Context: an optimization exercise on an open-source flow, tuned for small area and a short achievable clock period. The choices shown serve that exercise and are no tape-out recipe.
Function was checked by simulation only, so behaviour that the tests miss may differ from the original.
Power is estimated from default activity; no workload was simulated.

$ cat flow/config.mk
export PLATFORM = sky130hd
export DESIGN_NAME = single_cycle_processor
export DESIGN_NICKNAME = single_cycle_processor
export VERILOG_FILES = /design/flow/design.v
export SDC_FILE = /design/flow/constraint.sdc
export NUM_CORES = 4
export LEC_CHECK = 0
export CAP_MARGIN = 20
export CORE_MARGIN = 2
export CORE_UTILIZATION = 40
export SLEW_MARGIN = 20
$ cat flow/constraint.sdc
create_clock -name core_clock -period 12.0 [get_ports {clk}]
set_input_delay 2.4000 -clock core_clock [delete_from_list [all_inputs] [get_ports {clk}]]
set_output_delay 2.4000 -clock core_clock [all_outputs]
set_load 0.01 [all_outputs]
$ cat flow/design.v
module mux_2x1 #(parameter W=4) (in0,in1,sel,out);
	input [(W-1):0] in0,in1;
	input sel;
	output [(W-1):0] out;
	assign out = sel ? in1 : in0;
endmodule
module mux_4x1 #(parameter W=32) (in0,in1,in2,in3,sel,out);
	input [(W-1):0] in0,in1,in2,in3;
	input [1:0] sel;
	output reg [(W-1):0] out;
	always @(in0,in1,in2,in3,sel)
		case(sel)
			2'b00: out = in0;
			2'b01: out = in1;
			2'b10: out = in2;
			2'b11: out = in3;
		endcase
endmodule
module register_r #(parameter W=32)(clk, reset, in, out);
	input clk;
	input wire [(W-1):0] in;
	input wire reset;
	output reg [(W-1):0] out;
	always @(posedge clk)
		out <= (reset==1) ? 0 : in;
endmodule
module register_we #(parameter W=8) (clk, reset, en, in, out);
	input clk, reset, en;
	input [(W-1):0] in;
	output reg [(W-1):0] out;
	always @(posedge clk)
		begin
			if (reset) begin
				out <= 0;
			end
			else if (en) begin
				out <= in;
			end
		end
endmodule
  module add_four (in,out);
	input [31:0] in;
	output [31:0] out;
	assign out = in + 2'b01;
endmodule 
module ALU #(parameter W=32)(A,B,control,C,V,N,Z,out);
	input [(W-1):0] A,B;
	input [2:0] control;
	output reg C,V,N,Z;
	output reg [(W-1):0] out;
	wire [(W-1):0] A_comp,B_comp;
	assign A_comp = ~A + 1;
	assign B_comp = ~B + 1;
	always @(*)
		begin
		case(control)
			3'b000: begin
				{C,out} = A + B;
				V = (A[W-1] ~^ B[W-1]) & (A[W-1] ^ out[W-1]);
				end
			3'b001: begin
				{C,out} = A + B_comp;
				V = (A[W-1] ~^ B_comp[W-1]) & (A[W-1] ^ out[W-1]);
				end
			3'b010: begin 
				{C,out} = B + A_comp;
				V = (A_comp[W-1] ~^ B[W-1]) & (A_comp[W-1] ^ out[W-1]);
				end
			3'b011: begin
				out = A & ~B;
				C = 0;
				V = 0;
				end
			3'b100: begin 
				out = A & B;
				C = 0;
				V = 0;
				end
			3'b101: begin 
				out = A | B;
				C = 0;
				V = 0;
				end
			3'b110: begin 
				out = A ^ B;
				C = 0;
				V = 0;
				end
			3'b111: begin 
				out = ~(A ^ B);
				C = 0;
				V = 0;
				end
		endcase
		Z = (out==0);
		N = out[W-1];
		end
endmodule
module shifter(A,B,dir_sel,out);
	input [31:0] A,B;
	input dir_sel;
	output reg [31:0] out;
	always @(*)begin
			if(dir_sel==0)begin
				out=A<<B;
			end else begin
				out=A>>B;
			end
	end
endmodule
module extend(in,len_sel,out);
	input [11:0] in;
	input len_sel;
	output reg [31:0] out;
	always @ (*)
	begin
		if(len_sel==0)begin
			if(in[11]==0)begin
			out={24'b0, in[7:0]};			
			end
			else begin
			out={24'b1, in[7:0]};
			end
		end
		else begin
			if(in[11]==0)begin
			out={20'b0, in};			
			end
			else begin
			out={20'b1, in};
			end
		end
	end
endmodule
module register_file(CLK,reset,A1,A2,A3,WE3,WD3,R15,RD1,RD2);
input CLK, reset, WE3;
input [3:0] A1, A2, A3;
input [31:0]  WD3, R15;
output [31:0] RD1, RD2;
wire [31:0] r0,r1,r2,r3,r4,r5,r6,r7,r8,r9,r10,r11,r12,r13,r14,r15, o10,o11,o12,o13,o20,o21,o22,o23; 
wire [15:0] we;
assign we[0] = ~A3[3] & ~A3[2] & ~A3[1] & ~A3[0] & WE3; 
assign we[1] = ~A3[3] & ~A3[2] & ~A3[1] &  A3[0] & WE3; 
assign we[2] = ~A3[3] & ~A3[2] &  A3[1] & ~A3[0] & WE3; 
assign we[3] = ~A3[3] & ~A3[2] &  A3[1] &  A3[0] & WE3; 
assign we[4] = ~A3[3] &  A3[2] & ~A3[1] & ~A3[0] & WE3; 
assign we[5] = ~A3[3] &  A3[2] & ~A3[1] &  A3[0] & WE3; 
assign we[6] = ~A3[3] &  A3[2] &  A3[1] & ~A3[0] & WE3; 
assign we[7] = ~A3[3] &  A3[2] &  A3[1] &  A3[0] & WE3; 
assign we[8] =  A3[3] & ~A3[2] & ~A3[1] & ~A3[0] & WE3; 
assign we[9] =  A3[3] & ~A3[2] & ~A3[1] &  A3[0] & WE3; 
assign we[10] = A3[3] & ~A3[2] &  A3[1] & ~A3[0] & WE3; 
assign we[11] = A3[3] & ~A3[2] &  A3[1] &  A3[0] & WE3; 
assign we[12] = A3[3] &  A3[2] & ~A3[1] & ~A3[0] & WE3; 
assign we[13] = A3[3] &  A3[2] & ~A3[1] &  A3[0] & WE3; 
assign we[14] = A3[3] &  A3[2] &  A3[1] & ~A3[0] & WE3; 
assign we[15] = A3[3] &  A3[2] &  A3[1] &  A3[0] & WE3;
register_we #(32) R0(.clk(CLK), .reset(reset), .en(we[0]), .in(WD3), .out(r0));
register_we #(32) R1(.clk(CLK), .reset(reset), .en(we[1]), .in(WD3), .out(r1));
register_we #(32) R2(.clk(CLK), .reset(reset), .en(we[2]), .in(WD3), .out(r2));
register_we #(32) R3(.clk(CLK), .reset(reset), .en(we[3]), .in(WD3), .out(r3));
register_we #(32) R4(.clk(CLK), .reset(reset), .en(we[4]), .in(WD3), .out(r4));
register_we #(32) R5(.clk(CLK), .reset(reset), .en(we[5]), .in(WD3), .out(r5));
register_we #(32) R6(.clk(CLK), .reset(reset), .en(we[6]), .in(WD3), .out(r6));
register_we #(32) R7(.clk(CLK), .reset(reset), .en(we[7]), .in(WD3), .out(r7));
register_we #(32) R8(.clk(CLK), .reset(reset), .en(we[8]), .in(WD3), .out(r8));
register_we #(32) R9(.clk(CLK), .reset(reset), .en(we[9]), .in(WD3), .out(r9));
register_we #(32) R10(.clk(CLK), .reset(reset), .en(we[10]), .in(WD3), .out(r10));
register_we #(32) R11(.clk(CLK), .reset(reset), .en(we[11]), .in(WD3), .out(r11));
register_we #(32) R12(.clk(CLK), .reset(reset), .en(we[12]), .in(WD3), .out(r12));
register_we #(32) R13(.clk(CLK), .reset(reset), .en(we[13]), .in(WD3), .out(r13));
register_we #(32) R14(.clk(CLK), .reset(reset), .en(we[14]), .in(WD3), .out(r14));
register_we #(32) R15_reg(.clk(CLK), .reset(reset), .en(1'b1), .in(R15), .out(r15));
mux_4x1 #(32) m10(.in0(r0),.in1(r1),.in2(r2),.in3(r3),.sel(A1[1:0]),.out(o10));
mux_4x1 #(32) m11(.in0(r4),.in1(r5),.in2(r6),.in3(r7),.sel(A1[1:0]),.out(o11));
mux_4x1 #(32) m12(.in0(r8),.in1(r9),.in2(r10),.in3(r11),.sel(A1[1:0]),.out(o12));
mux_4x1 #(32) m13(.in0(r12),.in1(r13),.in2(r14),.in3(r15),.sel(A1[1:0]),.out(o13));
mux_4x1 #(32) m14(.in0(o10),.in1(o11),.in2(o12),.in3(o13),.sel(A1[3:2]),.out(RD1));
mux_4x1 #(32) m20(.in0(r0),.in1(r1),.in2(r2),.in3(r3),.sel(A2[1:0]),.out(o20));
mux_4x1 #(32) m21(.in0(r4),.in1(r5),.in2(r6),.in3(r7),.sel(A2[1:0]),.out(o21));
mux_4x1 #(32) m22(.in0(r8),.in1(r9),.in2(r10),.in3(r11),.sel(A2[1:0]),.out(o22));
mux_4x1 #(32) m23(.in0(r12),.in1(r13),.in2(r14),.in3(r15),.sel(A2[1:0]),.out(o23));
mux_4x1 #(32) m24(.in0(o20),.in1(o21),.in2(o22),.in3(o23),.sel(A2[3:2]),.out(RD2));
endmodule
module datapath(
	reg_Write,
	alu_srcB,
	shift_dir,
	alu_or_shift,
	mem_to_reg,
	clk,
	A2src,
	pcsrc,
	extend_length,
	pc_reset,
	alu_op,
	aluflags,
	cond,
	funct,
	op,
	imem_addr,
	imem_data,
	dmem_addr,
	dmem_wdata,
	dmem_rdata
);
input wire	reg_Write;
input wire	alu_srcB;
input wire	shift_dir;
input wire	alu_or_shift;
input wire	mem_to_reg;
input wire	clk;
input wire	A2src;
input wire	pcsrc;
input wire	extend_length;
input wire	pc_reset;
input wire	[2:0] alu_op;
output wire	[3:0] aluflags;
output wire	[3:0] cond;
output wire	[5:0] funct;
output wire	[1:0] op;
output wire	[31:0] imem_addr;
input wire	[31:0] imem_data;
output wire	[31:0] dmem_addr;
output wire	[31:0] dmem_wdata;
input wire	[31:0] dmem_rdata;
wire	[3:0] aluflags_ALTERA_SYNTHESIZED;
wire	[31:0] instr;
wire	[31:0] SYNTHESIZED_WIRE_21;
wire	[31:0] SYNTHESIZED_WIRE_22;
wire	[31:0] SYNTHESIZED_WIRE_23;
wire	[31:0] SYNTHESIZED_WIRE_3;
wire	[31:0] SYNTHESIZED_WIRE_24;
wire	[31:0] SYNTHESIZED_WIRE_5;
wire	[31:0] SYNTHESIZED_WIRE_25;
wire	[31:0] SYNTHESIZED_WIRE_9;
wire	[31:0] SYNTHESIZED_WIRE_10;
wire	[31:0] SYNTHESIZED_WIRE_11;
wire	[31:0] SYNTHESIZED_WIRE_26;
wire	[3:0] SYNTHESIZED_WIRE_14;
wire	[31:0] SYNTHESIZED_WIRE_15;
wire	[31:0] SYNTHESIZED_WIRE_27;
add_four	b2v_adder4_1(
	.in(SYNTHESIZED_WIRE_21),
	.out(SYNTHESIZED_WIRE_22));
add_four	b2v_adder4_2(
	.in(SYNTHESIZED_WIRE_22),
	.out(SYNTHESIZED_WIRE_15));
ALU	b2v_alu(
	.A(SYNTHESIZED_WIRE_23),
	.B(SYNTHESIZED_WIRE_3),
	.control(alu_op),
	.C(aluflags_ALTERA_SYNTHESIZED[1]),
	.V(aluflags_ALTERA_SYNTHESIZED[0]),
	.N(aluflags_ALTERA_SYNTHESIZED[3]),
	.Z(aluflags_ALTERA_SYNTHESIZED[2]),
	.out(SYNTHESIZED_WIRE_24));
	defparam	b2v_alu.W = 32;
mux_2x1	b2v_aluorshft(
	.sel(alu_or_shift),
	.in0(SYNTHESIZED_WIRE_24),
	.in1(SYNTHESIZED_WIRE_5),
	.out(SYNTHESIZED_WIRE_10));
	defparam	b2v_aluorshft.W = 32;
assign	dmem_addr = SYNTHESIZED_WIRE_24;
assign	dmem_wdata = SYNTHESIZED_WIRE_25;
assign	SYNTHESIZED_WIRE_9 = dmem_rdata;
extend	b2v_inst1(
	.len_sel(extend_length),
	.in(instr[11:0]),
	.out(SYNTHESIZED_WIRE_27));
assign	imem_addr = SYNTHESIZED_WIRE_21;
assign	instr = imem_data;
mux_2x1	b2v_memtoreg(
	.sel(mem_to_reg),
	.in0(SYNTHESIZED_WIRE_9),
	.in1(SYNTHESIZED_WIRE_10),
	.out(SYNTHESIZED_WIRE_26));
	defparam	b2v_memtoreg.W = 32;
register_r	b2v_PC(
	.clk(clk),
	.reset(pc_reset),
	.in(SYNTHESIZED_WIRE_11),
	.out(SYNTHESIZED_WIRE_21));
	defparam	b2v_PC.W = 32;
mux_2x1	b2v_PC_src(
	.sel(pcsrc),
	.in0(SYNTHESIZED_WIRE_26),
	.in1(SYNTHESIZED_WIRE_22),
	.out(SYNTHESIZED_WIRE_11));
	defparam	b2v_PC_src.W = 32;
mux_2x1	b2v_reg_A2src(
	.sel(A2src),
	.in0(instr[3:0]),
	.in1(instr[15:12]),
	.out(SYNTHESIZED_WIRE_14));
	defparam	b2v_reg_A2src.W = 4;
register_file	b2v_regfile(
	.CLK(clk),
	.reset(pc_reset),
	.WE3(reg_Write),
	.A1(instr[19:16]),
	.A2(SYNTHESIZED_WIRE_14),
	.A3(instr[15:12]),
	.R15(SYNTHESIZED_WIRE_15),
	.WD3(SYNTHESIZED_WIRE_26),
	.RD1(SYNTHESIZED_WIRE_23),
	.RD2(SYNTHESIZED_WIRE_25));
shifter	b2v_shifter(
	.dir_sel(shift_dir),
	.A(SYNTHESIZED_WIRE_23),
	.B(SYNTHESIZED_WIRE_27),
	.out(SYNTHESIZED_WIRE_5));
mux_2x1	b2v_srcB(
	.sel(alu_srcB),
	.in0(SYNTHESIZED_WIRE_25),
	.in1(SYNTHESIZED_WIRE_27),
	.out(SYNTHESIZED_WIRE_3));
	defparam	b2v_srcB.W = 32;
assign	aluflags = aluflags_ALTERA_SYNTHESIZED;
assign	cond[3:0] = instr[31:28];
assign	funct[5:0] = instr[25:20];
assign	op[1:0] = instr[27:26];
endmodule
module controller_decoder(op,funct,flagW,pcs,reg_A2src,regW,immsrc,alu_srcB,alu_op,shift_dir,memW,aluorshft,memtoreg);
	input [1:0] op;
	input [5:0] funct;
	output reg pcs,reg_A2src,regW,immsrc,alu_srcB,shift_dir,flagW,memW,aluorshft,memtoreg;
	output reg [2:0] alu_op;
	parameter add=6'b001000,sub=6'b000100,and_op=6'b000000,orr=6'b011000,lsr=6'b111110,lsl=6'b111100,cmp=6'b010101;
	parameter str=6'b011000,ldr=6'b011001;
	always @(*)begin
		pcs=1;
		reg_A2src=0;
		regW=0;
		immsrc=0;
		alu_srcB=0;
		shift_dir=0;
		flagW=0;
		memW=0;
		aluorshft=0;
		memtoreg=1;
		alu_op=3'b000;
		case(op)
			2'b00:begin
						reg_A2src=0;
						immsrc=0;
						alu_srcB=0;
						memW=0;
						memtoreg=1;
						if(funct==cmp)begin
							regW=0;
							flagW=1;
						end else begin
							regW=1;
							flagW=0;
						end
						if(funct==lsr)begin
							shift_dir=1;
							aluorshft=1;
						end else if(funct==lsl)begin
							shift_dir=0;
							aluorshft=1;
						end else begin
							shift_dir=0;
							aluorshft=0;
						end
						case(funct)
							add: alu_op=3'b000;
							sub: alu_op=3'b001;
							and_op: alu_op=3'b100;
							orr: alu_op=3'b101;
							lsr: alu_op=3'b000;
							lsl: alu_op=3'b000;
							cmp: alu_op=3'b001;
						endcase
					end
			2'b01:begin
						reg_A2src=1;
						immsrc=1;
						alu_srcB=1;
						alu_op=3'b000;
						shift_dir=0;
						aluorshft=0;
						memtoreg=0;
						flagW=0;
						if(funct==str)begin
							regW=0;
							memW=1;
						end else if(funct==ldr)begin
							regW=1;
							memW=0;
						end
					end				
		endcase
	end
endmodule
module controller_conditional_logic(clk,ALU_flags,cond,flagW,pcs,regW,memW,pc_src,regWrite,memWrite);
	input clk;
	input [3:0] ALU_flags;
	input [3:0] cond;
	input flagW,pcs,regW,memW;
	output wire pc_src,regWrite,memWrite;
	assign pc_src = pcs & (cond==4'b0000);
	assign regWrite = regW & (cond==4'b0000);
	assign memWrite = memW & (cond==4'b0000);
endmodule
module controller(clk,cond,op,funct,ALU_flags,pc_src,reg_A2src,regWrite,immsrc,alu_srcB,alu_op,shift_dir,memWrite,aluorshft,memtoreg);
	input clk;
	input [3:0] cond;
	input [1:0] op;
	input [5:0] funct;
	input [3:0] ALU_flags;
	output wire [2:0] alu_op;
	output wire pc_src,reg_A2src,regWrite,immsrc,alu_srcB,shift_dir,memWrite,aluorshft,memtoreg;
	wire flag_en,pcs_pcsrc,regw_regWrite,memW_memWrite;
	controller_decoder cd(.op(op),
								 .funct(funct),
								 .flagW(flag_en),
								 .pcs(pcs_pcsrc),
								 .reg_A2src(reg_A2src),
								 .regW(regw_regWrite),
								 .immsrc(immsrc),
								 .alu_srcB(alu_srcB),
								 .alu_op(alu_op),
								 .shift_dir(shift_dir),
								 .memW(memW_memWrite),
								 .aluorshft(aluorshft),
								 .memtoreg(memtoreg)
								 );
	controller_conditional_logic ccl(.clk(clk),
											  .ALU_flags(ALU_flags),
											  .cond(cond),
											  .flagW(flag_en),
											  .pcs(pcs_pcsrc),
											  .regW(regw_regWrite),
											  .memW(memW_memWrite),
											  .pc_src(pc_src),
											  .regWrite(regWrite),
											  .memWrite(memWrite)
											  );
endmodule
module single_cycle_processor(clk,reset,imem_addr,imem_data,dmem_addr,dmem_wdata,dmem_we,dmem_rdata);
	input clk;
	input reset;
	output [31:0] imem_addr;
	input [31:0] imem_data;
	output [31:0] dmem_addr;
	output [31:0] dmem_wdata;
	output dmem_we;
	input [31:0] dmem_rdata;
	wire [3:0] condwire;
	wire [1:0] opwire;
	wire [5:0] functwire;
	wire [3:0] alu_flags_wire;
	wire [2:0] alu_op_wire;
	wire PCSwire,reg_A2src_wire,regWrite_wire,immsrc_wire,alu_srcB_wire,shftdir_wire,memWrite_wire,aluorshft_wire,memtoreg_wire;
	assign dmem_we = memWrite_wire;
	controller CU(.clk(clk),
					  .cond(condwire),
					  .op(opwire),
					  .funct(functwire),
					  .ALU_flags(alu_flags_wire),
					  .pc_src(PCSwire),
					  .reg_A2src(reg_A2src_wire),
					  .regWrite(regWrite_wire),
					  .immsrc(immsrc_wire),
					  .alu_srcB(alu_srcB_wire),
					  .alu_op(alu_op_wire),
					  .shift_dir(shftdir_wire),
					  .memWrite(memWrite_wire),
					  .aluorshft(aluorshft_wire),
					  .memtoreg(memtoreg_wire)
						);
	datapath DP(.reg_Write(regWrite_wire),
					.alu_srcB(alu_srcB_wire),
					.shift_dir(shftdir_wire),
					.alu_or_shift(aluorshft_wire),
					.mem_to_reg(memtoreg_wire),
					.clk(clk),
					.A2src(reg_A2src_wire),
					.pcsrc(PCSwire),
					.extend_length(immsrc_wire),
					.pc_reset(reset),
					.alu_op(alu_op_wire),
					.aluflags(alu_flags_wire),
					.cond(condwire),
					.funct(functwire),
					.op(opwire),
					.imem_addr(imem_addr),
					.imem_data(imem_data),
					.dmem_addr(dmem_addr),
					.dmem_wdata(dmem_wdata),
					.dmem_rdata(dmem_rdata)
					);
endmodule
$ cat flow/run.sh
#!/bin/bash
# synth_recipe.tcl (not shown) runs the flow's synth.tcl, then flattens the netlist and writes it again
# the make line also repeats each setting of config.mk as NAME=value (left out here)
make -C /OpenROAD-flow-scripts/flow DESIGN_CONFIG=/design/flow/config.mk WORK_HOME=/design/flow/orfs CLKGATE_MAP_FILE= SYNTH_SCRIPT=/design/flow/synth_recipe.tcl finish
==> run notes <==
cells in the final DEF (no fill, tap or decap), drive strengths merged, types with 132 or more instances in the layout:
master | synthesis | routed
nor2 | 628 | 628
dfxtp | 544 | 544
nand2 | 377 | 377
a211oi | 376 | 376
o21ai | 341 | 341
mux2 | 278 | 278
buf | 146 | 267
a21oi | 262 | 262
o211ai | 163 | 163
clkdlybuf4s50 | 0 | 156
inv | 129 | 132
per-layer routing:
metal  track usage  vias to the layer above  part of all wire
li1              -                    19470                 -
met1        0.5162                    21150              0.40
met2        0.5896                     2723              0.43
met3       0.08336                      565              0.11
met4        0.2036                        2             0.060
met5             0                        -          0.000053
critical path, cell delays in order:
cell	delay (ns)
clkdlybuf4s50_1	0.72
and3b_1	0.31
a21o_4	0.56
buf_4	0.34
mux2i_1	0.21
o22ai_1	0.09
or4_1	0.79
nand2_1	0.23
ha_1	0.29
or4_1	0.60
nor4_1	0.37
a31oi_1	0.30
a31oi_1	0.47
buf_4	0.21
a21boi_0	0.12
o22ai_1	0.16
nor2_1	0.05
o2bb2ai_1	0.32
clkdlybuf4s50_1	0.61
stage by stage:
stage,worst slack [ns],area [µm²],total power (W),hold slack (ns),util
after floorplan,2.410,40260,0.002696,0.4411,-
after global placement,0.5477,43550,0.003390,0.4572,0.4355
after detailed placement,0.4796,43550,0.003376,0.4608,0.4355
after CTS,0.4679,45630,0.005337,0.4697,0.4563
after global routing,0.1564,45650,0.005521,0.4858,0.4565
final,0.4185,45650,0.005389,0.4716,0.4565
power by group through the flow:
| stage | Sequential [W] | Combinational, W | Clock [W] |
|---|---|---|---|
| 3_5_place_dp | 0.00191 | 0.00147 | 0 |
| 3_3_place_gp | 0.00191 | 0.00148 | 0 |
| 6_report | 0.00187 | 0.00153 | 0.00198 |
| 5_1_grt | 0.00187 | 0.00158 | 0.00207 |
| 2_1_floorplan | 0.00189 | 0.000801 | 0 |
| 4_1_cts | 0.00187 | 0.00147 | 0.00199 |
cells by family (layout without fill, tap and decap cells):
family          count (synthesis)  after routing  share of synthesized area
mux                           375            375                     0.1037
compound gates               1879           1879                     0.3325
xor+xnor                       69             69                    0.01501
fa+ha+maj                      99             99                    0.03114
buf+inv                       635            661                    0.06890
other cells                     0              1                          0
flops                         544            544                     0.2705
simple gates                 1555           1555                     0.1783
worst paths after layout:
kind | from | endpoint | slack [ns] | cells after the start
worst max-delay path | imem_data[13] | dmem_addr[23] | 0.42 | 19
worst max register to register | DP.b2v_regfile.R4.out[0]$_SDFFE_PP0P_ | DP.b2v_regfile.R6.out[12]$_SDFFE_PP0P_ | 5.53 | 20
worst min register to register | DP.b2v_regfile.R14.out[17]$_SDFFE_PP0P_ | DP.b2v_regfile.R14.out[17]$_SDFFE_PP0P_ | 0.47 | 2
worst min-delay path | DP.b2v_regfile.R14.out[17]$_SDFFE_PP0P_ | DP.b2v_regfile.R14.out[17]$_SDFFE_PP0P_ | 0.47 | 2
layout make-up:
| type | count | share of cell area |
|---|---|---|
| Clock inverter | 31 | 0.008688 |
| Timing Repair Buffer | 424 | 0.08140 |
| Clock buffer | 77 | 0.03689 |
| Inverter | 129 | 0.01061 |
| Sequential cell | 544 | 0.2386 |
| Tap cell | 1298 | 0.03558 |
| Antenna cell | 1 | 0.00005482 |
| Multi-Input combinational cell | 3977 | 0.5882 |
==> results.py <==
metrics = {
    "power": {
        "power_density_mw_per_mm2": 118.1,
        "leakage_nw": 15.94,
        "p_int_w": 0.003494,
        "ir_drop_mv": 0.1143,
        "switching_share": 0.3516,
        "p_seq_frac": 0.347,
        "power_frac_clock": 0.368,
        "power.switching_w": 0.001895,
        "combPwrFrac": 0.285,
    },
    "synthesis": {
        "syn_inst": 5156,
        "yosysTopAreaCell": "dfxtp_1",
        "syn_nets": 5321,
        "synth_commonest_cells": "624 x nor2_1, 544 x dfxtp_1, 377 x nand2_1, 375 x a211oi_1, 359 x clkbuf_1",
        "ys_seq_area_frac": 0.2705,
        "avgSynthCellArea_um2": 7.809,
        "ys_types": 102,
        "yosysMostFrequentCell": "nor2_1",
        "synth_top_area_frac": 0.2705,
        "ys_ff_latch": 544,
        "syn_area_mm2": 0.04026,
        "synth_edf_count": 0,
        "yosys_warnings": 7,
        "synthTopCellsByArea": "dfxtp_1 27%, a211oi_1 7.0%, nor2_1 5.8%, mux2_2 4.7%, nand2_1 3.5%",
        "synth-async-reset-ratio": 0,
        "ys.flop_type": "dfxtp_1",
    },
    "clock_tree": {
        "clockRootBuffer": "clkbuf_16",
        "cts_num_sinks": 544,
        "cts_tree": "done",
        "htree_levels": 2,
        "cts_hold_buf": 0,
        "cts.clk_slew.worst_paths_ns": 0.06,
        "numCtsBuffers": 57,
        "postCtsSetupBuffers": 0,
        "worst_skew_pair.late_latency_ns": 0.65,
        "post_cts_resized": 0,
        "clock_path_buffers": 3,
    },
    "worst_setup_path": {
        "worst-setup-path-type": "primary input to output port",
        "endpoint_kind": "output port",
        "crit_path_max_fanout": 39,
        "cp-start-kind": "primary input",
        "required_ns": 9.60,
        "arrival_ns": 9.18,
    },
    "route": {
        "drt_iter0_drc": 6554,
        "route.detailed.drc": 0,
        "postRouteAntennaNets": 0,
        "viasPerCell": 6.775,
        "wirelength_um": 209100,
        "dr.pass1.iters": 6,
        "vias": 43910,
        "wl_per_cell_um": 32.27,
    },
    "final_layout": {
        "final_cells": 6481,
        "drive_above_1_share": 0.1324,
        "syn2layout_area_growth_pct": 13.38,
        "fillers": 10040,
        "regArea_mm2": 0.01089,
        "fin_nets": 5298,
        "multiInputGateArea_mm2": 0.02685,
    },
    "flow_run": {
        "maxCapViolCount": 0,
    },
    "floorplan": {
        "fp.dieW_um": 321.3,
        "die_h_um": 321.3,
        "design.die.area_mm2": 0.1032,
        "ioPinCount": 163,
        "core.rowCount": 116,
        "core_mm2": 0.1000,
        "start_util": 0.4026,
    },
    "grt": {
        "grt.total_usage": 0.3888,
        "grt_pass1_vias": 40190,
        "grt_max_degree": 229,
        "grt_pass1_wl_um": 296500,
        "antenna_found_initial": 3,
        "overflow": 0,
    },
    "sta": {
        "min_period_ns": 11.58,
        "setup_tns_ns": 0,
        "slew_violations": 0,
        "period_share": 0.9651,
        "fmax_mhz": 86.34,
        "maxSlewHeadroom": 0.1279,
        "hold_viol_final": 0,
        "worstMarginPinSlew_ns": 1.308,
        "clock_skew_ns": 0.04558,
        "rsz0062_at_grt": "no",
        "setup_violations": 0,
    },
    "placed_design": {
        "port_buffers": 162,
        "gp_congestion": 1.066,
        "dp_cells": 6372,
        "hpwlAfterDp_um": 152300,
    },
    "run_status": {
        "outcome": "complete, no violations",
    },
    "hold_path": {
        "min_path_type": "register to register",
    },
}

[afterwards: timing with drivers on the ports]
The flow's constraints put no driver on any port. The routed layout listed below was extracted and timed again, unchanged, in two steps. Step 1 (the two cells are an assumption about what drives the block):
set clk [get_ports {clk}]
set_driving_cell -lib_cell sky130_fd_sc_hd__clkbuf_16 $clk
set_driving_cell -lib_cell sky130_fd_sc_hd__buf_2 [delete_from_list [all_inputs] $clk]
Step 2 times the ports against the registers' clock, not the clock port: input delays grow and output delays shrink by t, the midpoint of the rising clock arrivals with the driver on. Three values: no drivers, after step 1, after step 2; two values: the first two.
shift t [ns]: 0.701
setup slack, ns: 0.418 / 0.383 / 0.383
worst setup path at the end: input to output
worst data-port slew with drivers (ns): 0.07
cell pins on the clock port's net: 1
After both steps setup and hold are still met in this run. The setup slack of this run moves by -0.035 ns with the drivers and by -0.035 ns with both steps.
